This design comes from an exercise in tuning for small area, a short achievable clock period and few clock cycles per item on the open sky130 flow, not from production work.
Function was checked by simulation only, so behaviour that the tests miss may differ from the original.
Power and IR drop assume default switching activity.

## flow/design.v (module list and top-level ports; edited modules follow where they fit)
// module csa_fa: 4 lines
// module upsample_csc: 1166 lines
module upsample_csc (
    input  logic        clk,
    input  logic        resetn,
    input  logic        start,
    output logic        done,
    input  logic [15:0] sram_read_data,
    output logic [15:0] sram_write_data,
    output logic [17:0] sram_address,
    output logic        sram_we_n
);
  // ...
==> flow/flow/run.sh <==
#!/bin/bash
# Own layout flow: the standard synthesis unchanged, then the standard ORFS steps with
# stronger timing repair (a larger setup margin, all endpoints), faster port buffers and
# clock tree synthesis without dummy balancing loads.
# Each step's full output goes to a log file in the work folder.
set -euo pipefail
bash standard.sh synth > synth.log 2>&1
bash standard.sh SETUP_SLACK_MARGIN=7.5 TNS_END_PERCENT=100 \
     BUFFER_PORTS_ARGS="-buffer_cell sky130_fd_sc_hd__buf_4" \
     CTS_ARGS="-sink_clustering_enable -repair_clock_nets -sink_clustering_size 28 -sink_clustering_max_diameter 100 -dont_use_dummy_load" finish > layout.log 2>&1
==> flow/standard.sh <==
#!/bin/bash
# synth_recipe.tcl (not shown) runs the flow's synth.tcl, then flattens the netlist and writes it again
# the make line also repeats each setting of config.mk as NAME=value (left out here)
make -C /OpenROAD-flow-scripts/flow DESIGN_CONFIG=/design/flow/config.mk WORK_HOME=/design/flow/orfs CLKGATE_MAP_FILE= SYNTH_SCRIPT=/design/flow/synth_recipe.tcl "${@:-finish}"
==> flow/config.mk <==
export PLATFORM = sky130hd
export DESIGN_NAME = upsample_csc
export DESIGN_NICKNAME = upsample_csc
export VERILOG_FILES = /design/flow/design.v
export SDC_FILE = /design/flow/constraint.sdc
export NUM_CORES = 4
export LEC_CHECK = 0
export ABC_AREA = 0
export CAP_MARGIN = 20
export CORE_MARGIN = 2
export CORE_UTILIZATION = 55
export CTS_CLUSTER_DIAMETER = 100
export CTS_CLUSTER_SIZE = 28
export PLACE_DENSITY = 0.7
export SLEW_MARGIN = 20
export SYNTH_HIERARCHICAL = 1
export SYNTH_MINIMUM_KEEP_SIZE = 0
==> flow/constraint.sdc <==
create_clock -name core_clock -period 11.0 [get_ports {clk}]
set_input_delay 2.2000 -clock core_clock [delete_from_list [all_inputs] [get_ports {clk}]]
set_output_delay 2.2000 -clock core_clock [all_outputs]
set_load 0.01 [all_outputs]
==> impl_metrics.tcl, run 1 <==
set metrics [dict create \
    final_antenna_violating_net_count 0 \
    yosys.area_share.xor_xnor 0.0268 \
    hpwlAfterDp_um 35400 \
    tritoncts_num_sinks 380 \
    multi_input_area_mm2 0.0116 \
    top_usage_layer "met2" \
    critical_path.startpoint "fa[7]" \
    largest_register_ffs 96 \
    rsz0062_at_grt "false" \
    endpoint_kind "flop" \
    largest_register "ch" \
    floorplan.initialDensity 0.558 \
    drt_wl_total_um 44200 \
    routed_via_density 5.40 \
    powerSeq_w 0.00161 \
    fp.coreArea_mm2 0.0386 \
    cts_buffers 17 \
    cts_tree "done" \
    grt_antenna_before_repair 1 \
    drive_gt1_frac 0.0722 \
    yosys-top-cells-count "sky130_fd_sc_hd__fa_1 (235), sky130_fd_sc_hd__dfxtp_1 (231), sky130_fd_sc_hd__inv_1 (206)" \
    holdBufCountCts 0 \
    detailedRoute.firstPassIterationCount 5 \
    storage_cell_area_mm2 0.00905 \
    finalWorstPathRequiredPeriod_ns 3.35 \
    clk_share 0.0185 \
    synth.ff_latch_count 380 \
    ys_seq_area_frac 0.420 \
    status "finished clean" \
    report.final.setup_viol 0 \
    dieWidth_um 202 \
]
Testbench counts, summed over its fixed seeds: cycles 960,180, pixels 384,000.
==> run 2: changes to the inputs <==
--- a/flow/design.v
+++ b/flow/design.v
@@ -357,31 +357,30 @@
   wire f2_54 = f2_6 ^ f2_31;
   wire f2_55 = f2_8 ^ f2_33;
   wire f2_56 = f2_10 ^ f2_39;
   wire f2_57 = f2_12 ^ f2_41;
   wire f2_58 = f2_14 ^ f2_43;
   wire f2_59 = f2_16 ^ f2_45;
   wire f2_60 = f2_18 ^ f2_47;
   assign fq = {f2_60, f2_59, f2_58, f2_57, f2_56, f2_55, f2_54, f2_53, f2_52, f2_51};
-logic [7:0] ylo, py, pu;
+logic [7:0] ylo, py;
 logic [9:0] pw, pv;
 logic       sr;         
 always_ff @(posedge clk) begin
     if (k == 3'd3) begin
         py  <= sram_read_data[15:8];
         ylo <= sram_read_data[7:0];
     end
     if (k == 3'd0) py <= ylo;
     if (k == 3'd4) pv <= {2'b00, ch[31:24]};               
     if (k == 3'd0) pv <= fq;                               
     sr <= (k == 3'd3) || (k == 3'd0);
     pw <= (k == 3'd3 || k == 3'd4) ? {2'b00, ch[39:32]} :   
                         {fq[9:8] & {2{k == 3'd0}}, fq[7:0]};   
-    pu <= (k == 3'd4) ? ch[39:32] : fq[7:0];               
 end
 wire [34:0] mrb_d, mg_d;
 logic [34:0] mrb, mg;
   wire wn9 = ~pw[9];
   wire srn = ~sr;
   wire wr0 = pw[0] & sr;
   wire wr1 = pw[1] & sr;
   wire wr2 = pw[2] & sr;
@@ -674,82 +673,82 @@
   wire g1_4 = py[7] ^ py[5];
   wire g1_5 = py[7] & py[5];
   wire g1_6 = ~py[7] ^ py[0];
   wire g1_7 = ~py[7] & py[0];
   wire g1_8, g1_9;
   csa_fa g1_i8 (.a(py[4]), .b(py[2]), .c(py[0]), .s(g1_8), .co(g1_9));
   wire g1_10, g1_11;
   csa_fa g1_i10 (.a(py[5]), .b(py[3]), .c(py[1]), .s(g1_10), .co(g1_11));
-  wire g1_12 = ~pu[4] ^ pu[1];
-  wire g1_13 = ~pu[4] & pu[1];
+  wire g1_12 = ~pw[4] ^ pw[1];
+  wire g1_13 = ~pw[4] & pw[1];
   wire g1_14, g1_15;
   csa_fa g1_i14 (.a(py[6]), .b(py[4]), .c(py[2]), .s(g1_14), .co(g1_15));
   wire g1_16, g1_17;
-  csa_fa g1_i16 (.a(~pu[5]), .b(pu[2]), .c(~pu[0]), .s(g1_16), .co(g1_17));
+  csa_fa g1_i16 (.a(~pw[5]), .b(pw[2]), .c(~pw[0]), .s(g1_16), .co(g1_17));
   wire g1_18 = ~pv[3] ^ pv[1];
   wire g1_19 = ~pv[3] & pv[1];
   wire g1_20, g1_21;
   csa_fa g1_i20 (.a(g1_0), .b(py[3]), .c(py[0]), .s(g1_20), .co(g1_21));
   wire g1_22, g1_23;
-  csa_fa g1_i22 (.a(~pu[6]), .b(pu[3]), .c(~pu[1]), .s(g1_22), .co(g1_23));
+  csa_fa g1_i22 (.a(~pw[6]), .b(pw[3]), .c(~pw[1]), .s(g1_22), .co(g1_23));
   wire g1_24, g1_25;
   csa_fa g1_i24 (.a(~pv[4]), .b(pv[2]), .c(~pv[0]), .s(g1_24), .co(g1_25));
   wire g1_26, g1_27;
-  csa_fa g1_i26 (.a(g1_2), .b(py[1]), .c(~pu[7]), .s(g1_26), .co(g1_27));
+  csa_fa g1_i26 (.a(g1_2), .b(py[1]), .c(~pw[7]), .s(g1_26), .co(g1_27));
   wire g1_28, g1_29;
-  csa_fa g1_i28 (.a(pu[4]), .b(~pu[2]), .c(~pv[5]), .s(g1_28), .co(g1_29));
+  csa_fa g1_i28 (.a(pw[4]), .b(~pw[2]), .c(~pv[5]), .s(g1_28), .co(g1_29));
   wire g1_30, g1_31;
   csa_fa g1_i30 (.a(pv[3]), .b(~pv[1]), .c(g1_1), .s(g1_30), .co(g1_31));
   wire g1_32, g1_33;
-  csa_fa g1_i32 (.a(g1_4), .b(py[2]), .c(pu[5]), .s(g1_32), .co(g1_33));
+  csa_fa g1_i32 (.a(g1_4), .b(py[2]), .c(pw[5]), .s(g1_32), .co(g1_33));
   wire g1_34, g1_35;
-  csa_fa g1_i34 (.a(~pu[3]), .b(~pv[6]), .c(pv[4]), .s(g1_34), .co(g1_35));
+  csa_fa g1_i34 (.a(~pw[3]), .b(~pv[6]), .c(pv[4]), .s(g1_34), .co(g1_35));
   wire g1_36 = ~(~pv[2] ^ g1_3);
   wire g1_37 = ~pv[2] | g1_3;
   wire g1_38, g1_39;
-  csa_fa g1_i38 (.a(py[6]), .b(py[3]), .c(pu[6]), .s(g1_38), .co(g1_39));
+  csa_fa g1_i38 (.a(py[6]), .b(py[3]), .c(pw[6]), .s(g1_38), .co(g1_39));
   wire g1_40, g1_41;
-  csa_fa g1_i40 (.a(~pu[4]), .b(~pv[7]), .c(pv[5]), .s(g1_40), .co(g1_41));
+  csa_fa g1_i40 (.a(~pw[4]), .b(~pv[7]), .c(pv[5]), .s(g1_40), .co(g1_41));
   wire g1_42 = ~pv[3] ^ g1_5;
   wire g1_43 = ~pv[3] & g1_5;
   wire g1_44, g1_45;
-  csa_fa g1_i44 (.a(py[7]), .b(py[4]), .c(pu[7]), .s(g1_44), .co(g1_45));
+  csa_fa g1_i44 (.a(py[7]), .b(py[4]), .c(pw[7]), .s(g1_44), .co(g1_45));
   wire g1_46, g1_47;
-  csa_fa g1_i46 (.a(~pu[5]), .b(~pv[8]), .c(pv[6]), .s(g1_46), .co(g1_47));
+  csa_fa g1_i46 (.a(~pw[5]), .b(~pv[8]), .c(pv[6]), .s(g1_46), .co(g1_47));
   wire g1_48, g1_49;
-  csa_fa g1_i48 (.a(py[5]), .b(~pu[6]), .c(~vn9), .s(g1_48), .co(g1_49));
-  wire g1_50 = ~py[3] ^ pu[2];
-  wire g1_51 = ~py[3] & pu[2];
+  csa_fa g1_i48 (.a(py[5]), .b(~pw[6]), .c(~vn9), .s(g1_48), .co(g1_49));
+  wire g1_50 = ~py[3] ^ pw[2];
+  wire g1_51 = ~py[3] & pw[2];
   wire g1_52, g1_53;
-  csa_fa g1_i52 (.a(~py[4]), .b(pu[3]), .c(~pu[1]), .s(g1_52), .co(g1_53));
+  csa_fa g1_i52 (.a(~py[4]), .b(pw[3]), .c(~pw[1]), .s(g1_52), .co(g1_53));
   wire g1_54, g1_55;
-  csa_fa g1_i54 (.a(~py[5]), .b(pu[4]), .c(~pu[2]), .s(g1_54), .co(g1_55));
+  csa_fa g1_i54 (.a(~py[5]), .b(pw[4]), .c(~pw[2]), .s(g1_54), .co(g1_55));
   wire g1_56, g1_57;
-  csa_fa g1_i56 (.a(~py[6]), .b(pu[5]), .c(~pu[3]), .s(g1_56), .co(g1_57));
+  csa_fa g1_i56 (.a(~py[6]), .b(pw[5]), .c(~pw[3]), .s(g1_56), .co(g1_57));
   wire g1_58 = ~pv[8] ^ ~pv[3];
   wire g1_59 = ~pv[8] & ~pv[3];
   wire g1_60, g1_61;
-  csa_fa g1_i60 (.a(g1_6), .b(pu[6]), .c(~pu[4]), .s(g1_60), .co(g1_61));
+  csa_fa g1_i60 (.a(g1_6), .b(pw[6]), .c(~pw[4]), .s(g1_60), .co(g1_61));
   wire g1_62 = ~(~vn9 ^ ~pv[4]);
   wire g1_63 = ~vn9 | ~pv[4];
   wire g1_64, g1_65;
-  csa_fa g1_i64 (.a(py[1]), .b(pu[7]), .c(~pu[5]), .s(g1_64), .co(g1_65));
+  csa_fa g1_i64 (.a(py[1]), .b(pw[7]), .c(~pw[5]), .s(g1_64), .co(g1_65));
   wire g1_66, g1_67;
-  csa_fa g1_i66 (.a(~pu[0]), .b(~pv[5]), .c(g1_7), .s(g1_66), .co(g1_67));
+  csa_fa g1_i66 (.a(~pw[0]), .b(~pv[5]), .c(g1_7), .s(g1_66), .co(g1_67));
   wire g1_68, g1_69;
-  csa_fa g1_i68 (.a(py[2]), .b(py[0]), .c(~pu[6]), .s(g1_68), .co(g1_69));
-  wire g1_70 = ~(~pu[1] ^ ~pv[6]);
-  wire g1_71 = ~pu[1] | ~pv[6];
+  csa_fa g1_i68 (.a(py[2]), .b(py[0]), .c(~pw[6]), .s(g1_68), .co(g1_69));
+  wire g1_70 = ~(~pw[1] ^ ~pv[6]);
+  wire g1_71 = ~pw[1] | ~pv[6];
   wire g1_72, g1_73;
-  csa_fa g1_i72 (.a(py[3]), .b(py[1]), .c(~pu[7]), .s(g1_72), .co(g1_73));
+  csa_fa g1_i72 (.a(py[3]), .b(py[1]), .c(~pw[7]), .s(g1_72), .co(g1_73));
   wire g1_74, g1_75;
-  csa_fa g1_i74 (.a(~pu[2]), .b(~pv[7]), .c(~pv[0]), .s(g1_74), .co(g1_75));
+  csa_fa g1_i74 (.a(~pw[2]), .b(~pv[7]), .c(~pv[0]), .s(g1_74), .co(g1_75));
   wire g1_76, g1_77;
-  csa_fa g1_i76 (.a(g1_8), .b(~pu[3]), .c(pu[0]), .s(g1_76), .co(g1_77));
+  csa_fa g1_i76 (.a(g1_8), .b(~pw[3]), .c(pw[0]), .s(g1_76), .co(g1_77));
   wire g1_78 = ~(~pv[8] ^ ~pv[1]);
   wire g1_79 = ~pv[8] | ~pv[1];
   wire g1_80, g1_81;
   csa_fa g1_i80 (.a(g1_10), .b(g1_12), .c(~vn9), .s(g1_80), .co(g1_81));
   wire g1_82, g1_83;
   csa_fa g1_i82 (.a(~pv[2]), .b(pv[0]), .c(g1_9), .s(g1_82), .co(g1_83));
   wire g1_84, g1_85;
   csa_fa g1_i84 (.a(g1_14), .b(g1_16), .c(g1_18), .s(g1_84), .co(g1_85));
@@ -775,23 +774,23 @@
   csa_fa g1_i104 (.a(g1_44), .b(g1_46), .c(~pv[4]), .s(g1_104), .co(g1_105));
   wire g1_106, g1_107;
   csa_fa g1_i106 (.a(g1_39), .b(g1_41), .c(g1_43), .s(g1_106), .co(g1_107));
   wire g1_108, g1_109;
   csa_fa g1_i108 (.a(g1_48), .b(pv[7]), .c(~pv[5]), .s(g1_108), .co(g1_109));
   wire g1_110 = ~(g1_45 ^ g1_47);
   wire g1_111 = g1_45 | g1_47;
   wire g1_112, g1_113;
-  csa_fa g1_i112 (.a(py[6]), .b(~pu[7]), .c(pv[8]), .s(g1_112), .co(g1_113));
+  csa_fa g1_i112 (.a(py[6]), .b(~pw[7]), .c(pv[8]), .s(g1_112), .co(g1_113));
   wire g1_114 = ~(~pv[6] ^ g1_49);
   wire g1_115 = ~pv[6] | g1_49;
   wire g1_116 = py[7] ^ vn9;
   wire g1_117 = py[7] & vn9;
-  wire g1_118 = g1_50 ^ ~pu[0];
-  wire g1_119 = g1_50 & ~pu[0];
+  wire g1_118 = g1_50 ^ ~pw[0];
+  wire g1_119 = g1_50 & ~pw[0];
   wire g1_120, g1_121;
   csa_fa g1_i120 (.a(g1_52), .b(~pv[6]), .c(~pv[1]), .s(g1_120), .co(g1_121));
   wire g1_122, g1_123;
   csa_fa g1_i122 (.a(g1_54), .b(~pv[7]), .c(~pv[2]), .s(g1_122), .co(g1_123));
   wire g1_124 = ~(g1_56 ^ g1_58);
   wire g1_125 = g1_56 | g1_58;
   wire g1_126, g1_127;
   csa_fa g1_i126 (.a(g1_60), .b(g1_62), .c(g1_57), .s(g1_126), .co(g1_127));
@@ -821,19 +820,19 @@
   csa_fa g1_i150 (.a(g1_108), .b(g1_110), .c(g1_105), .s(g1_150), .co(g1_151));
   wire g1_152, g1_153;
   csa_fa g1_i152 (.a(g1_112), .b(g1_114), .c(g1_109), .s(g1_152), .co(g1_153));
   wire g1_154, g1_155;
   csa_fa g1_i154 (.a(g1_116), .b(~pv[7]), .c(g1_113), .s(g1_154), .co(g1_155));
   wire g1_156 = ~py[0] ^ ~pv[2];
   wire g1_157 = ~py[0] & ~pv[2];
   wire g1_158, g1_159;
-  csa_fa g1_i158 (.a(~py[1]), .b(pu[0]), .c(~pv[3]), .s(g1_158), .co(g1_159));
+  csa_fa g1_i158 (.a(~py[1]), .b(pw[0]), .c(~pv[3]), .s(g1_158), .co(g1_159));
   wire g1_160, g1_161;
-  csa_fa g1_i160 (.a(~py[2]), .b(pu[1]), .c(~pv[4]), .s(g1_160), .co(g1_161));
+  csa_fa g1_i160 (.a(~py[2]), .b(pw[1]), .c(~pv[4]), .s(g1_160), .co(g1_161));
   wire g1_162, g1_163;
   csa_fa g1_i162 (.a(g1_118), .b(~pv[5]), .c(~pv[0]), .s(g1_162), .co(g1_163));
   wire g1_164, g1_165;
   csa_fa g1_i164 (.a(g1_120), .b(g1_51), .c(g1_119), .s(g1_164), .co(g1_165));
   wire g1_166, g1_167;
   csa_fa g1_i166 (.a(g1_122), .b(g1_53), .c(g1_121), .s(g1_166), .co(g1_167));
   wire g1_168, g1_169;
   csa_fa g1_i168 (.a(g1_124), .b(g1_55), .c(g1_123), .s(g1_168), .co(g1_169));
==> run 2 against run 1 <==
Effect of this change: still clean on timing, DRC and antenna; first-iteration DRC count rose by 7.8%; power shrank 3.4%; maximum frequency decreased by 2.1%; non-clock buffer count fell by 3; synthesized area down 2.8%; worst hold slack better by 0.00075 ns; core utilization about the same.
==> impl_metrics.tcl, run 2 <==
set metrics [dict create \
    top_level_ports 55 \
    ys_seq_area_frac 0.424 \
    fillers 3050 \
    hold_class "reg -> reg" \
    fin_crit_sh 0.311 \
    pwr-share-comb 0.248 \
    tightest_slew_ns 0.975 \
    hold_viol_final 0 \
    yosysMostFrequentCell "sky130_fd_sc_hd__fa_1" \
    internal_power_w 0.00213 \
    power.static_leakage_nw 9.56 \
    biggestRegsByFlops "ch x96, mrb x35, mg x34" \
    rsz0062_at_grt "true" \
    max-cap-violations 0 \
    layout-area-overhead-vs-synth_pct 6.89 \
    drive_gt1_frac 0.0637 \
    vias 12711 \
    clock_tree.htree_level_count 1 \
    gr-usage-all-layers 0.228 \
    clock_network_power_share 0.227 \
    synthesis.instances 1762 \
    grt_antenna_before_repair 0 \
    status "finished clean" \
    synth-async-reset-ratio 0.0296 \
    timing.clock.skew_ns 0.0401 \
    die_height_um 199 \
    buffer_ports.inserted 54 \
    sequential_cell_fraction_of_total_power 0.524 \
    cts_root_buf "sky130_fd_sc_hd__clkbuf_16" \
    power.total_w 0.00302 \
    floorplan.initialDensity 0.558 \
    detailedRoute.firstPassIterationCount 5 \
    max-vdd-ir-drop_mv 0.131 \
    most_used_cells_in_the_layout_excluding_fill_and_tap_cells "sky130_fd_sc_hd__fa_1 (235), sky130_fd_sc_hd__dfxtp_1 (217), sky130_fd_sc_hd__inv_1 (191)" \
    dieWidth_um 199 \
    ys_dominant_reg_cell "sky130_fd_sc_hd__dfxtp_1" \
    synth.ff_latch_count 372 \
    clk_transition_reported_paths_ns 0.11 \
    nets 2224 \
    drt_wl_total_um 43200 \
    report.final.setup_viol 0 \
    synth.avg_cell_area_um2 11.9 \
    yosys_warnings 7 \
    grt_start_max_net_pins 78 \
    placementRows 71 \
    holdBufCountCts 0 \
    largest_register_ffs 96 \
    cts_buffers 17 \
    startpoint_type "flop" \
    worstPathRequired_ns 11.42 \
    aggregate_negative_setup_slack_ns 0 \
    timing.reg2reg.setup_slack_ns 7.58 \
    detail_route.wl_per_cell_um 18.7 \
    drc 0 \
    yosys-top-cells-count "sky130_fd_sc_hd__fa_1 (235), sky130_fd_sc_hd__dfxtp_1 (223), sky130_fd_sc_hd__inv_1 (192)" \
    synth-edff-count 138 \
    via_count_of_the_first_global_routing_pass 13039 \
    synth.area.top_cells "sky130_fd_sc_hd__fa_1 (22%), sky130_fd_sc_hd__dfxtp_1 (21%), sky130_fd_sc_hd__edfxtp_1 (20%)" \
    num_antenna_cells 0 \
    yosysTopAreaCellShare 0.225 \
    synthesis.area_mm2 0.0210 \
    largest_register "ch" \
    cts_max_path_buffers 3 \
    power-per-cell-area_mw_per_mm2 135 \
    cts_tree "done" \
    fp.coreArea_mm2 0.0376 \
    worst-setup-path-type "reg -> reg" \
    gp_congestion 0.933 \
    hpwlAfterDp_um 34400 \
    synth.distinct_cells 68 \
    grt.overflow.total 0 \
    power.net_switching_w 0.000886 \
    finalWorstPathRequiredPeriod_ns 3.42 \
    floorplan.die_area_mm2 0.0397 \
    wire_length_of_the_first_global_routing_pass_um 69700 \
    mostFrequentLayoutCell "sky130_fd_sc_hd__fa_1" \
    final_antenna_violating_net_count 0 \
    postSynthNetCount 2179 \
    relSlewSlack 0.343 \
    detail_route.iter0.violations 815 \
    routed_via_density 5.49 \
    clk_latency_ns 0.53 \
    tritoncts_num_sinks 372 \
    critPathMaxFanout 9 \
    data_arrival_time_of_the_worst_path_ns 3.85 \
    yosys.area.top_type "sky130_fd_sc_hd__fa_1" \
    timing.final.max_slew_violations 0 \
    endpoint_kind "flop" \
    netSwitchingFraction 0.294 \
    fmax_mhz 292 \
]
==> run 2: changes by cell type after synthesis, sizes merged, moves of 5 or more <==
cell / before / now
nand2: 175 / 155
inv: 207 / 192
a21oi: 77 / 88
nand3: 34 / 23
a21o: 24 / 16
dfxtp: 231 / 223
o21a: 14 / 7
a21boi: 7 / 1
clkbuf: 31 / 37
buf: 13 / 8
nand4: 13 / 8
xor2: 26 / 31
==> run 2: final cells by class <==
type / instances / area (um^2) / area share
clock buffers: 17 / 425 / 0.0190
inverters: 192 / 722 / 0.0322
multi-input cells: 1153 / 11200 / 0.499
flip-flops and latches: 372 / 8890 / 0.397
well taps: 511 / 639 / 0.0286
repair buffers: 71 / 537 / 0.0240
==> run 2: per-layer routing <==
metal,vias to the layer above,track usage,share of wire
met5,-,0,0
met4,0,0.0644,0.026
met2,316,0.370,0.47
met1,6367,0.325,0.46
met3,64,0.0277,0.049
li1,5964,-,-
==> run 2: cells by family (layout without fill, tap and decap cells) <==
| logic type | after synthesis | after routing | share of synthesized area |
|---|---|---|---|
| AOI/OAI and AO/OA | 284 | 284 | 0.0811 |
| xor gates and xnor gates | 69 | 69 | 0.0292 |
| adders and majority gates | 398 | 398 | 0.322 |
| buffers and inverters | 237 | 280 | 0.0429 |
| DFF | 372 | 372 | 0.424 |
| muxes | 49 | 49 | 0.0235 |
| and+or+nand+nor | 353 | 353 | 0.0772 |
==> run 2: worst max-delay path, cell delays in order, from the launching register on <==
cell	delay, ns
sky130_fd_sc_hd__edfxtp_1	0.73
sky130_fd_sc_hd__fa_1	0.55
sky130_fd_sc_hd__fa_1	0.52
sky130_fd_sc_hd__fa_1	0.51
sky130_fd_sc_hd__fa_1	0.49
sky130_fd_sc_hd__ha_1	0.31
sky130_fd_sc_hd__a21oi_1	0.15
sky130_fd_sc_hd__o21ai_1	0.08
==> run 2: power by group through the flow <==
stage                     registers (W)  logic [W]  clock network (W)
after detailed placement        0.00162   0.000745                  0
after CTS                       0.00158   0.000749           0.000707
after floorplan                 0.00160   0.000569                  0
after global routing            0.00159   0.000839           0.000743
final                           0.00158   0.000749           0.000686
after global placement          0.00161   0.000724                  0
==> run 2: stage by stage <==
| step | worst slack (ns) | instances | instance area, um^2 | hold slack (ns) | util |
|---|---|---|---|---|---|
| final | 7.58 | 2316 | 22400 | 0.421 | 0.596 |
| after global routing | 7.42 | 2316 | 22400 | 0.430 | 0.596 |
| after CTS | 7.45 | 2307 | 22300 | 0.424 | 0.594 |
| after detailed placement | 7.43 | 2289 | 21900 | 0.405 | 0.582 |
| after global placement | 7.50 | 2289 | 21900 | 0.401 | 0.582 |
| after floorplan | 7.66 | 1762 | 21000 | 0.400 | - |
==> run 2: worst paths after layout <==
| kind | end | depth (start not counted) | startpoint |
|---|---|---|---|
| setup / recovery | mrb[34] | 7 | py[0] |
| hold / removal | ch[53] | 0 | ch[61] |
| setup reg to reg | mrb[34] | 7 | py[0] |
| hold reg to reg | ch[53] | 0 | ch[61] |
| max in group asynchronous | lead[2] | 1 | resetn |
| min in group asynchronous | fpar | 1 | resetn |
==> run 2: Yosys stat by module (local to each module, per instance) <==
module / times used / cell area, um^2 / flip-flops and latches / cells
upsample_csc: 1 / 16400 / 372 / 1536
csa_fa: 226 / 20.0 / 0 / 1
==> run 2: repair_timing <==
item                                    CTS  global route
endpoints found under the setup margin   77            80
endpoints found under the hold margin     0             0
setup buffers                             1             9
resized for setup                         1             7
Testbench counts of run 2, summed over its fixed seeds: cycles 960,180, pixels 384,000.
==> run 3: changes to the inputs <==
--- a/flow/flow/run.sh
+++ b/flow/flow/run.sh
@@ -5,6 +5,6 @@
 # Each step's full output goes to a log file in the work folder.
 set -euo pipefail
 bash standard.sh synth > synth.log 2>&1
-bash standard.sh SETUP_SLACK_MARGIN=7.5 TNS_END_PERCENT=100 \
+bash standard.sh SETUP_SLACK_MARGIN=7.6 TNS_END_PERCENT=100 \
      BUFFER_PORTS_ARGS="-buffer_cell sky130_fd_sc_hd__buf_4" \
      CTS_ARGS="-sink_clustering_enable -repair_clock_nets -sink_clustering_size 28 -sink_clustering_max_diameter 100 -dont_use_dummy_load" finish > layout.log 2>&1
==> run 3 against run 2 <==
Effect of this change: sequential share of layout area down 0.066 points; first-iteration DRC count down 4.8%; non-clock buffer count up 6; clock power about the same; still clean; combinational power about the same; flip-flop and latch count unchanged; highest routed layer unchanged; synthesized area unchanged.
==> impl_metrics.tcl, run 3 <==
set metrics [dict create \
    drc 0 \
    gr-usage-all-layers 0.228 \
    yosysMostFrequentCell "sky130_fd_sc_hd__fa_1" \
    critPathMaxFanout 9 \
    rsz0062_at_grt "true" \
    aggregate_negative_setup_slack_ns 0 \
    report.final.setup_viol 0 \
    cts_root_buf "sky130_fd_sc_hd__clkbuf_16" \
    cts_max_path_buffers 3 \
    floorplan.die_area_mm2 0.0397 \
    mostFrequentLayoutCell "sky130_fd_sc_hd__fa_1" \
    postSynthNetCount 2179 \
    top_level_ports 55 \
    synth-edff-count 138 \
    grt_antenna_before_repair 0 \
    clk_transition_reported_paths_ns 0.11 \
    yosys-top-cells-count "sky130_fd_sc_hd__fa_1 (235), sky130_fd_sc_hd__dfxtp_1 (223), sky130_fd_sc_hd__inv_1 (192)" \
    ys_seq_area_frac 0.424 \
    path_delay_family "adder cells" \
    buffer_ports.inserted 54 \
    cp_slowest_stage_delay_ns 0.74 \
    timing.clock.skew_ns 0.0440 \
    synth.distinct_cells 68 \
    clock_tree.htree_level_count 1 \
    power.static_leakage_nw 9.58 \
    relSlewSlack 0.346 \
    power.total_w 0.00302 \
    synth.ff_latch_count 372 \
    tightest_slew_ns 0.971 \
    largest_register "ch" \
    startpoint_type "flop" \
    power-per-cell-area_mw_per_mm2 134 \
    worst-setup-path-type "reg -> reg" \
    most_used_cells_in_the_layout_excluding_fill_and_tap_cells "sky130_fd_sc_hd__fa_1 (235), sky130_fd_sc_hd__dfxtp_1 (213), sky130_fd_sc_hd__inv_1 (191)" \
    finalWorstPathRequiredPeriod_ns 3.45 \
    fp.coreArea_mm2 0.0376 \
    timing.critical_path.mode_cell "sky130_fd_sc_hd__fa_1" \
    synthesis.instances 1762 \
    nets 2230 \
    list_of_cells_traversed_by_the_critical_path "fa_1 > fa_1 > fa_1 > fa_1 > ha_1 > a21oi_1 > o21ai_1" \
    endpoint_kind "flop" \
    grt.overflow.total 0 \
    floorplan.initialDensity 0.558 \
    synth.avg_cell_area_um2 11.9 \
    cts_buffers 17 \
    max-cap-violations 0 \
    storage_cell_area_mm2 0.00890 \
    wire_length_of_the_first_global_routing_pass_um 69700 \
    timing.final.max_slew_violations 0 \
    crit_path_top_delay_cell "sky130_fd_sc_hd__edfxtp_1" \
    gp_congestion 0.933 \
    critical_path.n_buffers_inverters 0 \
    vias 12745 \
    yosys.area.top_type "sky130_fd_sc_hd__fa_1" \
    fillers 3047 \
    yosysTopAreaCellShare 0.225 \
    tritoncts_num_sinks 372 \
    dieWidth_um 199 \
    hold_viol_final 0 \
    synth.area.top_cells "sky130_fd_sc_hd__fa_1 (22%), sky130_fd_sc_hd__dfxtp_1 (21%), sky130_fd_sc_hd__edfxtp_1 (20%)" \
    ys_dominant_reg_cell "sky130_fd_sc_hd__dfxtp_1" \
    data_arrival_time_of_the_worst_path_ns 3.87 \
    fin_crit_sh 0.313 \
    hold_class "reg -> reg" \
    detail_route.wl_per_cell_um 18.6 \
    hpwlAfterDp_um 34400 \
    fmax_mhz 290 \
    drive_gt1_frac 0.0690 \
    biggestRegsByFlops "ch x96, mrb x35, mg x34" \
    detailedRoute.firstPassIterationCount 5 \
    final_antenna_violating_net_count 0 \
    num_antenna_cells 0 \
    holdBufCountCts 0 \
    detail_route.iter0.violations 776 \
    cts_tree "done" \
    clk_latency_ns 0.53 \
    multi_input_area_mm2 0.0112 \
    grt_start_max_net_pins 78 \
    synth-async-reset-ratio 0.0296 \
    status "finished clean" \
    die_height_um 199 \
    placementRows 71 \
    worst_hold_slack_ns 0.421 \
    via_count_of_the_first_global_routing_pass 13039 \
    yosys_warnings 7 \
    layout-area-overhead-vs-synth_pct 7.13 \
    max-vdd-ir-drop_mv 0.131 \
    worstPathRequired_ns 11.42 \
    synthesis.area_mm2 0.0210 \
    routed_via_density 5.49 \
    largest_register_ffs 96 \
    drt_wl_total_um 43300 \
]
-- run 3: final timing paths --
| kind | from | end | slack [ns] | cells past startpoint |
|---|---|---|---|---|
| min in group asynchronous | resetn | fpar | 1.48 | 1 |
| worst max-delay path | py[0] | mrb[34] | 7.55 | 7 |
| worst min-delay path | ch[61] | ch[53] | 0.42 | 0 |
| max in group asynchronous | resetn | lead[2] | 9.28 | 1 |
| worst max register to register | py[0] | mrb[34] | 7.55 | 7 |
| worst min register to register | ch[61] | ch[53] | 0.42 | 0 |
-- run 3: Yosys stat by module (local to each module, per instance) --
| module | area, um^2 | flip-flops and latches |
|---|---|---|
| csa_fa | 20.0 | 0 |
| upsample_csc | 16400 | 372 |
-- run 3: cell families after synthesis --
logic type | Yosys count | synth area share
AO/OA/AOI/OAI | 284 | 0.0811
XOR/XNOR | 69 | 0.0292
adder cells (fa/ha/maj) | 398 | 0.322
buffers and inverters | 237 | 0.0429
flip-flops | 372 | 0.424
multiplexers | 49 | 0.0235
AND/OR/NAND/NOR | 353 | 0.0772
-- run 3: area by class of cell --
type                       count  share of cell area
multi-input combinational   1153               0.498
timing repair buffer          77              0.0259
clock buffer                  17              0.0190
inverter                     192              0.0322
sequential                   372               0.397
tap                          511              0.0285
-- run 3: routing by layer --
| metal | global-route usage | routed length, um |
|---|---|---|
| met5 | 0 | 0 |
| met4 | 0.0644 | 1120 |
| met3 | 0.0277 | 2340 |
| met2 | 0.370 | 20300 |
| met1 | 0.325 | 19500 |
-- run 3: report_power, final --
group / switching (W) / leakage [nW] / internal (W) / total, W
Sequential: 0.0000431 / 3.40 / 0.00154 / 0.00158
Clock: 0.000406 / 0.209 / 0.000280 / 0.000686
Combinational: 0.000435 / 5.98 / 0.000312 / 0.000747
-- run 3: timing repair --
| item | 4_1_cts | 5_1_grt |
|---|---|---|
| resized for setup | 1 | 11 |
| setup buffers | 1 | 15 |
| endpoints found under the setup margin | 77 | 94 |
| pin swaps | 0 | 3 |
-- run 3: per-stage QoR --
stage                     utilization  cell area (um^2)  worst slack [ns]  cells
final                           0.597             22400              7.55   2322
after global routing            0.597             22400              7.43   2322
after CTS                       0.594             22300              7.45   2307
after detailed placement        0.582             21900              7.43   2289
after global placement          0.582             21900              7.50   2289
after floorplan                     -             21000              7.66   1762
==> run 4: changes to the inputs <==
--- a/flow/flow/run.sh
+++ b/flow/flow/run.sh
@@ -5,6 +5,6 @@
 # Each step's full output goes to a log file in the work folder.
 set -euo pipefail
 bash standard.sh synth > synth.log 2>&1
-bash standard.sh SETUP_SLACK_MARGIN=7.6 TNS_END_PERCENT=100 \
+bash standard.sh SETUP_SLACK_MARGIN=7.9 TNS_END_PERCENT=100 \
      BUFFER_PORTS_ARGS="-buffer_cell sky130_fd_sc_hd__buf_4" \
      CTS_ARGS="-sink_clustering_enable -repair_clock_nets -sink_clustering_size 28 -sink_clustering_max_diameter 100 -dont_use_dummy_load" finish > layout.log 2>&1
==> run 4 against run 3 <==
Effect of this change: register-to-register slack improved by 0.38 ns; combinational power up 2%; cell count is 0.95% higher; global-route usage grew 0.059 points; synthesized cell count stayed put; via count fell by 0.78%; non-clock buffer count rose by 22; wire length grew 0.84%; highest routed layer unchanged.
==> impl_metrics.tcl, run 4 <==
set metrics [dict create \
    wire_length_of_the_first_global_routing_pass_um 69200 \
    floorplan.die_area_mm2 0.0397 \
    yosysTopAreaCellShare 0.225 \
    synth-async-reset-ratio 0.0296 \
    fp.coreArea_mm2 0.0376 \
    synthesis.instances 1762 \
    data_arrival_time_of_the_worst_path_ns 1.07 \
    timing.reg2reg.setup_slack_ns 7.93 \
    placementRows 71 \
    cp_slowest_stage_delay_ns 0.40 \
    clk_transition_reported_paths_ns 0.11 \
    synth.avg_cell_area_um2 11.9 \
    drt_wl_total_um 43600 \
    final_antenna_violating_net_count 0 \
    most_used_cells_in_the_layout_excluding_fill_and_tap_cells "sky130_fd_sc_hd__fa_1 (235), sky130_fd_sc_hd__inv_1 (181), sky130_fd_sc_hd__dfxtp_1 (170)" \
    die_height_um 199 \
    synth.area.top_cells "sky130_fd_sc_hd__fa_1 (22%), sky130_fd_sc_hd__dfxtp_1 (21%), sky130_fd_sc_hd__edfxtp_1 (20%)" \
    tritoncts_num_sinks 372 \
    synth_fa_ha_area_frac 0.322 \
    postSynthNetCount 2179 \
    hold_viol_final 0 \
    cts_tree "done" \
    max-cap-violations 0 \
    cts_root_buf "sky130_fd_sc_hd__clkbuf_16" \
    pre_cts_ws_ns 7.50 \
    tightest_slew_ns 0.964 \
    rsz0062_at_grt "true" \
    fin_crit_sh 0.297 \
    hpwlAfterDp_um 34300 \
    power.net_switching_w 0.000885 \
    finalWorstPathRequiredPeriod_ns 3.27 \
    clock_tree.htree_level_count 1 \
    status "finished clean" \
    gp_congestion 0.944 \
    storage_cell_area_mm2 0.00898 \
    holdBufCountCts 0 \
    worstReg2RegEnd "fm[20]" \
    list_of_cells_traversed_by_the_critical_path "inv_2 > buf_6" \
    clk_latency_ns 0.53 \
    critPathMaxFanout 2 \
    synthesis.area_mm2 0.0210 \
    clock_network_power_share 0.226 \
    crit_path_top_delay_cell "sky130_fd_sc_hd__dfrtp_1" \
    cts_buffers 17 \
    largest_register "ch" \
    drive_gt1_frac 0.121 \
    combinational_family_with_the_most_area_after_synthesis "adder cells" \
    critical_path.n_buffers_inverters 2 \
    grt.overflow.total 0 \
    report.final.setup_viol 0 \
    path_delay_family "flip-flops" \
    ys_seq_area_frac 0.424 \
    pwr-share-comb 0.253 \
    ys_dominant_reg_cell "sky130_fd_sc_hd__dfxtp_1" \
    synth-edff-count 138 \
    cts_max_path_buffers 3 \
    synth_compound_area_frac 0.0811 \
    power.static_leakage_nw 9.75 \
    aggregate_negative_setup_slack_ns 0 \
    vias 12646 \
    top_level_ports 55 \
    hold_class "reg -> reg" \
    worstPathRequired_ns 8.80 \
    yosysMostFrequentCell "sky130_fd_sc_hd__fa_1" \
    worst-setup-path-type "reg -> out" \
    routed_via_density 5.40 \
    yosys_warnings 7 \
    synth.distinct_cells 68 \
    whs_endpoint "ch[48]" \
    yosys.area.top_type "sky130_fd_sc_hd__fa_1" \
    synth.ff_latch_count 372 \
    sequential_cell_fraction_of_total_power 0.521 \
    mostFrequentLayoutCell "sky130_fd_sc_hd__fa_1" \
    design_area_mm2 0.0230 \
    biggestRegsByFlops "ch x96, mrb x35, mg x34" \
    num_antenna_cells 0 \
    relSlewSlack 0.357 \
    timing.rr.start "fa[5]" \
    drc 0 \
    detailedRoute.firstPassIterationCount 5 \
    yosys.area_share.xor_xnor 0.0292 \
    postLayoutSetupSlackWorst_ns 7.73 \
    netSwitchingFraction 0.293 \
    muxShareOfSynthArea 0.0235 \
    gr-usage-all-layers 0.228 \
    synth-simple-area-share 0.0772 \
    min-delay-start "ch[56]" \
    fillers 2986 \
    reg2reg_depth 8 \
    endpoint_kind "primary output" \
    timing.clock.skew_ns 0.0493 \
    timing.final.max_slew_violations 0 \
    internal_power_w 0.00214 \
    placedInstanceArea_mm2 0.0219 \
    yosys-top-cells-count "sky130_fd_sc_hd__fa_1 (235), sky130_fd_sc_hd__dfxtp_1 (223), sky130_fd_sc_hd__inv_1 (192)" \
    floorplan.initialDensity 0.558 \
    fmax_mhz 306 \
    multi_input_area_mm2 0.0113 \
    buffer_ports.inserted 54 \
    grt_start_max_net_pins 92 \
    largest_register_ffs 96 \
    worst_hold_path.num_cells 0 \
    detail_route.wl_per_cell_um 18.6 \
    max-vdd-ir-drop_mv 0.114 \
    power-per-cell-area_mw_per_mm2 131 \
    dieWidth_um 199 \
    grt_antenna_before_repair 0 \
    detail_route.iter0.violations 857 \
    via_count_of_the_first_global_routing_pass 12859 \
    nets 2252 \
    startpoint_type "flop" \
    layout-area-overhead-vs-synth_pct 9.82 \
]
## run 4: cell families (layout without fill, tap and decap cells)
logic type | count (synthesis) | count (layout)
AOI/OAI and AO/OA | 284 | 284
xor gates and xnor gates | 69 | 69
adders and majority gates | 398 | 398
buffers and inverters | 237 | 308
DFF | 372 | 372
muxes | 49 | 49
and+or+nand+nor | 353 | 353
## run 4: layer usage
metal  routed length (um)  track usage  up-vias  part of all wire
met3                 2560       0.0395       47             0.059
met5                    0            0        -                 0
met4                  866       0.0456        0             0.020
met1                19500        0.322     6252              0.45
li1                     -            -     6009                 -
met2                20700        0.375      338              0.47
## run 4: layout make-up
class,count,area share
inverter,192,0.0320
timing repair buffer,99,0.0395
multi-input combinational,1153,0.492
sequential,372,0.390
clock buffer,17,0.0185
tap,511,0.0278
## run 4: per-stage QoR
step | hold slack (ns) | util | power, W | instances
after floorplan | 0.400 | - | 0.00217 | 1762
after global placement | 0.401 | 0.582 | 0.00233 | 2289
after detailed placement | 0.405 | 0.582 | 0.00236 | 2289
after CTS | 0.429 | 0.605 | 0.00304 | 2328
after global routing | 0.432 | 0.612 | 0.00318 | 2344
final | 0.427 | 0.612 | 0.00302 | 2344
## run 4: worst max-delay path by stage
stage	slack, ns	endpoint	depth (start not counted)	from
final	7.73	sram_we_n	2	we
after detailed placement	7.50	pw[5]	7	k[0]
after global routing	7.68	sram_we_n	2	we
after global placement	7.64	mrb[34]	10	pw[3]
after CTS	7.71	sram_we_n	2	we
after floorplan	7.82	k[2]	5	start
## run 4: power groups by stage
| stage | sequential (W) | combinational, W | clock (W) |
|---|---|---|---|
| finish | 0.00158 | 0.000764 | 0.000684 |
| global route | 0.00159 | 0.000852 | 0.000744 |
| CTS | 0.00158 | 0.000758 | 0.000703 |
| detailed placement | 0.00161 | 0.000743 | 0 |
| global placement | 0.00161 | 0.000722 | 0 |
| floorplan | 0.00160 | 0.000569 | 0 |
## run 4: modules after synthesis (local to each module, per instance)
module        cells  flip-flops and latches
upsample_csc   1536                     372
csa_fa            1                       0
## run 4: worst register-to-register path: stages, from the launching register on
cell,delay [ns]
sky130_fd_sc_hd__dfxtp_4,0.37
sky130_fd_sc_hd__ha_4,0.24
sky130_fd_sc_hd__fa_1,0.46
sky130_fd_sc_hd__fa_1,0.49
sky130_fd_sc_hd__fa_1,0.51
sky130_fd_sc_hd__fa_1,0.60
sky130_fd_sc_hd__ha_4,0.21
sky130_fd_sc_hd__o21ai_2,0.05
sky130_fd_sc_hd__nand2b_1,0.05
## run 4: repair_timing
item / 4_1_cts / 5_1_grt
setup buffers: 22 / 16
gates resized for setup: 97 / 33
pin swaps: 7 / 17
endpoints found under the setup margin: 180 / 170
==> run 5: changes to the inputs <==
--- a/flow/flow/run.sh
+++ b/flow/flow/run.sh
@@ -5,6 +5,6 @@
 # Each step's full output goes to a log file in the work folder.
 set -euo pipefail
 bash standard.sh synth > synth.log 2>&1
-bash standard.sh SETUP_SLACK_MARGIN=7.9 TNS_END_PERCENT=100 \
+bash standard.sh SETUP_SLACK_MARGIN=7.75 TNS_END_PERCENT=100 \
      BUFFER_PORTS_ARGS="-buffer_cell sky130_fd_sc_hd__buf_4" \
      CTS_ARGS="-sink_clustering_enable -repair_clock_nets -sink_clustering_size 28 -sink_clustering_max_diameter 100 -dont_use_dummy_load" finish > layout.log 2>&1
==> run 5 against run 4 <==
Effect of this change: still clean; flip-flop and latch count unchanged; synthesized cell count unchanged; cell count decreased by 0.34%; power decreased by 0.99%; sequential power about the same; clock power about the same; sequential share of layout area increased by 0.46 points; die area unchanged; register-to-register slack got worse by 0.13 ns; first-iteration DRC count increased by 12%; critical path type unchanged; critical endpoint unchanged.
==> impl_metrics.tcl, run 5 <==
set metrics [dict create \
    status "finished clean" \
    synth-async-reset-ratio 0.0296 \
    endpoint_kind "primary output" \
    startpoint_type "flop" \
    clock_tree.htree_level_count 1 \
    synthesis.instances 1762 \
    power-per-cell-area_mw_per_mm2 133 \
    detail_route.wl_per_cell_um 18.4 \
    synth.area.top_cells "sky130_fd_sc_hd__fa_1 (22%), sky130_fd_sc_hd__dfxtp_1 (21%), sky130_fd_sc_hd__edfxtp_1 (20%)" \
    biggestRegsByFlops "ch x96, mrb x35, mg x34" \
    top_level_ports 55 \
    dieWidth_um 199 \
    fin_crit_sh 0.296 \
    worst-setup-path-type "reg -> out" \
    wire_length_of_the_first_global_routing_pass_um 69500 \
    most_used_cells_in_the_layout_excluding_fill_and_tap_cells "sky130_fd_sc_hd__fa_1 (235), sky130_fd_sc_hd__dfxtp_1 (205), sky130_fd_sc_hd__inv_1 (187)" \
    nets 2244 \
    synth.distinct_cells 68 \
    clk_latency_ns 0.53 \
    grt.overflow.total 0 \
    largest_register "ch" \
    yosysTopAreaCellShare 0.225 \
    power.static_leakage_nw 9.65 \
    aggregate_negative_setup_slack_ns 0 \
    combinational_family_with_the_most_area_after_synthesis "adder cells" \
    num_antenna_cells 0 \
    yosys.area.top_type "sky130_fd_sc_hd__fa_1" \
    floorplan.initialDensity 0.558 \
    detailedRoute.firstPassIterationCount 5 \
    timing.final.max_slew_violations 0 \
    gr-usage-all-layers 0.227 \
    largest_register_ffs 96 \
    synth.ff_latch_count 372 \
    cts_tree "done" \
    routed_via_density 5.40 \
    numPlacedInstances 2290 \
    pwr-share-comb 0.245 \
    ys_seq_area_frac 0.424 \
    cts_buffers 17 \
    postSynthNetCount 2179 \
    cts_max_path_buffers 3 \
    layout-area-overhead-vs-synth_pct 7.81 \
    worst_hold_path.num_cells 2 \
    netSwitchingFraction 0.288 \
    ys_dominant_reg_cell "sky130_fd_sc_hd__dfxtp_1" \
    synth_compound_area_frac 0.0811 \
    sequential_cell_fraction_of_total_power 0.527 \
    hold_class "reg -> reg" \
    internal_power_w 0.00213 \
    synthesis.area_mm2 0.0210 \
    clk_transition_reported_paths_ns 0.10 \
    gp_congestion 0.909 \
    max-cap-violations 0 \
    floorplan.die_area_mm2 0.0397 \
    fmax_mhz 307 \
    crit_path_top_delay_cell "sky130_fd_sc_hd__dfrtp_1" \
    clock_network_power_share 0.228 \
    holdBufCountCts 0 \
    cp_slowest_stage_delay_ns 0.39 \
    worst_hold_slack_ns 0.426 \
    placementRows 71 \
    tightest_slew_ns 0.936 \
    synth_fa_ha_area_frac 0.322 \
    relSlewSlack 0.376 \
    via_count_of_the_first_global_routing_pass 13160 \
    drive_gt1_frac 0.0833 \
    hold_viol_final 0 \
    critPathMaxFanout 2 \
    die_height_um 199 \
    muxShareOfSynthArea 0.0235 \
    drc 0 \
    report.final.setup_viol 0 \
    grt_antenna_before_repair 1 \
    fp.coreArea_mm2 0.0376 \
    reg2reg_depth 8 \
    grt_start_max_net_pins 101 \
    finalWorstPathRequiredPeriod_ns 3.26 \
    max-vdd-ir-drop_mv 0.118 \
    list_of_cells_traversed_by_the_critical_path "inv_1 > buf_4" \
    pre_cts_ws_ns 7.38 \
    timing.clock.skew_ns 0.0494 \
    final_antenna_violating_net_count 0 \
    hpwlAfterDp_um 33500 \
    tritoncts_num_sinks 372 \
    yosys-top-cells-count "sky130_fd_sc_hd__fa_1 (235), sky130_fd_sc_hd__dfxtp_1 (223), sky130_fd_sc_hd__inv_1 (192)" \
    data_arrival_time_of_the_worst_path_ns 1.06 \
    drt_wl_total_um 42900 \
    yosysMostFrequentCell "sky130_fd_sc_hd__fa_1" \
    vias 12622 \
    yosys.area_share.xor_xnor 0.0292 \
    worstPathRequired_ns 8.80 \
    power.net_switching_w 0.000862 \
    synth-edff-count 138 \
    postLayoutSetupSlackWorst_ns 7.74 \
    yosys_warnings 7 \
    synth-simple-area-share 0.0772 \
    detail_route.iter0.violations 963 \
    rsz0062_at_grt "true" \
    cts_root_buf "sky130_fd_sc_hd__clkbuf_16" \
    synth.avg_cell_area_um2 11.9 \
    mostFrequentLayoutCell "sky130_fd_sc_hd__fa_1" \
    buffer_ports.inserted 54 \
    final_cell_count_no_fill 2336 \
    fillers 3026 \
]
[run 5: final cells by class]
| cell class | count | area (um^2) | share of cell area |
|---|---|---|---|
| timing repair buffer | 91 | 691 | 0.0306 |
| sequential | 372 | 8920 | 0.395 |
| clock buffer | 17 | 425 | 0.0188 |
| inverter | 192 | 729 | 0.0323 |
| tap | 511 | 639 | 0.0283 |
| multi-input combinational | 1153 | 11200 | 0.495 |
[run 5: metal layers]
layer / track usage / vias to the layer above / routed length (um)
met5: 0 / - / 13
met2: 0.373 / 317 / 20000
met1: 0.311 / 6241 / 19300
li1: - / 5996 / -
met4: 0.0583 / 2 / 1030
met3: 0.0430 / 66 / 2510
[run 5: cells by family after synthesis]
group	Yosys count
DFF	372
and+or+nand+nor	353
buffers and inverters	237
adders and majority gates	398
muxes	49
xor gates and xnor gates	69
AOI/OAI and AO/OA	284
[run 5: modules after synthesis (local to each module, per instance)]
module,cells inside,flops+latches
upsample_csc,1536,372
csa_fa,1,0
[run 5: repair_timing]
action,in CTS,in global routing
resized for setup,12,18
buffers inserted,14,15
setup endpoints to repair,115,26
pin swaps,2,9
[run 5: final timing paths]
kind | start | endpoint | slack [ns]
setup / recovery | we | sram_we_n | 7.74
max in group asynchronous | resetn | lead[2] | 9.27
min in group asynchronous | resetn | k[2] | 1.49
hold / removal | ra[17] | sram_address[17] | 0.43
setup reg to reg | py[5] | mrb[34] | 7.80
hold reg to reg | ra[17] | sram_address[17] | 0.43
[run 5: worst max-delay path, delay by kind of cell, from the launching register on]
| family | cells | cell delay, ns |
|---|---|---|
| flops | 1 | 0.39 |
| buf+inv | 2 | 0.16 |
[run 5: power by group through the flow]
stage                     Clock [W]  Sequential, W  Combinational [W]
final                      0.000682        0.00158           0.000733
after detailed placement          0        0.00161           0.000730
after floorplan                   0        0.00160           0.000569
after CTS                  0.000702        0.00158           0.000738
after global routing       0.000743        0.00159           0.000828
after global placement            0        0.00161           0.000708
[run 5: per-stage QoR]
| step | util | area, um^2 | power, W |
|---|---|---|---|
| after floorplan | - | 21000 | 0.00217 |
| after global placement | 0.582 | 21900 | 0.00232 |
| after detailed placement | 0.582 | 21900 | 0.00234 |
| after CTS | 0.597 | 22400 | 0.00302 |
| after global routing | 0.601 | 22600 | 0.00316 |
| final | 0.601 | 22600 | 0.00299 |

==> what the ideal ports hide <==
The results above use ideal ports. As a check the final layouts listed here were re-extracted and re-timed, cells and wires unchanged. Step 1 (the two cells are an assumption about what drives the block):
set clk [get_ports {clk}]
set_driving_cell -lib_cell sky130_fd_sc_hd__clkbuf_16 $clk
set_driving_cell -lib_cell sky130_fd_sc_hd__buf_2 [delete_from_list [all_inputs] $clk]
Step 2 adds t to the input delays and takes it off the output delays; t is the mean of the earliest and latest rising clock arrival at the registers after step 1. Input paths then give back, and output paths get back, about the clock's delay inside the block. Three values: ideal ports, drivers, drivers and shift; two values: the first two.
run | t (ns) | setup slack, ns | worst setup path at the end | worst register clock-pin slew, ns | worst data-port slew with drivers (ns)
run 1 | 0.581 | 7.646 / 7.608 / 7.621 | input to register | 0.11 / 0.11 | 0.04
run 2 | 0.568 | 7.575 / 7.575 / 7.516 | input to register | 0.11 / 0.11 | 0.04
run 3 | 0.569 | 7.552 / 7.552 / 7.514 | input to register | 0.11 / 0.11 | 0.04
run 4 | 0.557 | 7.733 / 7.679 / 7.737 | input to register | 0.11 / 0.11 | 0.03
run 5 | 0.561 | 7.741 / 7.686 / 7.729 | input to register | 0.12 / 0.12 | 0.04
After both steps setup and hold are still met in every run listed. For run 2, which loses most, drivers alone change the setup slack by 0.000 ns; drivers and shift together by -0.059 ns.
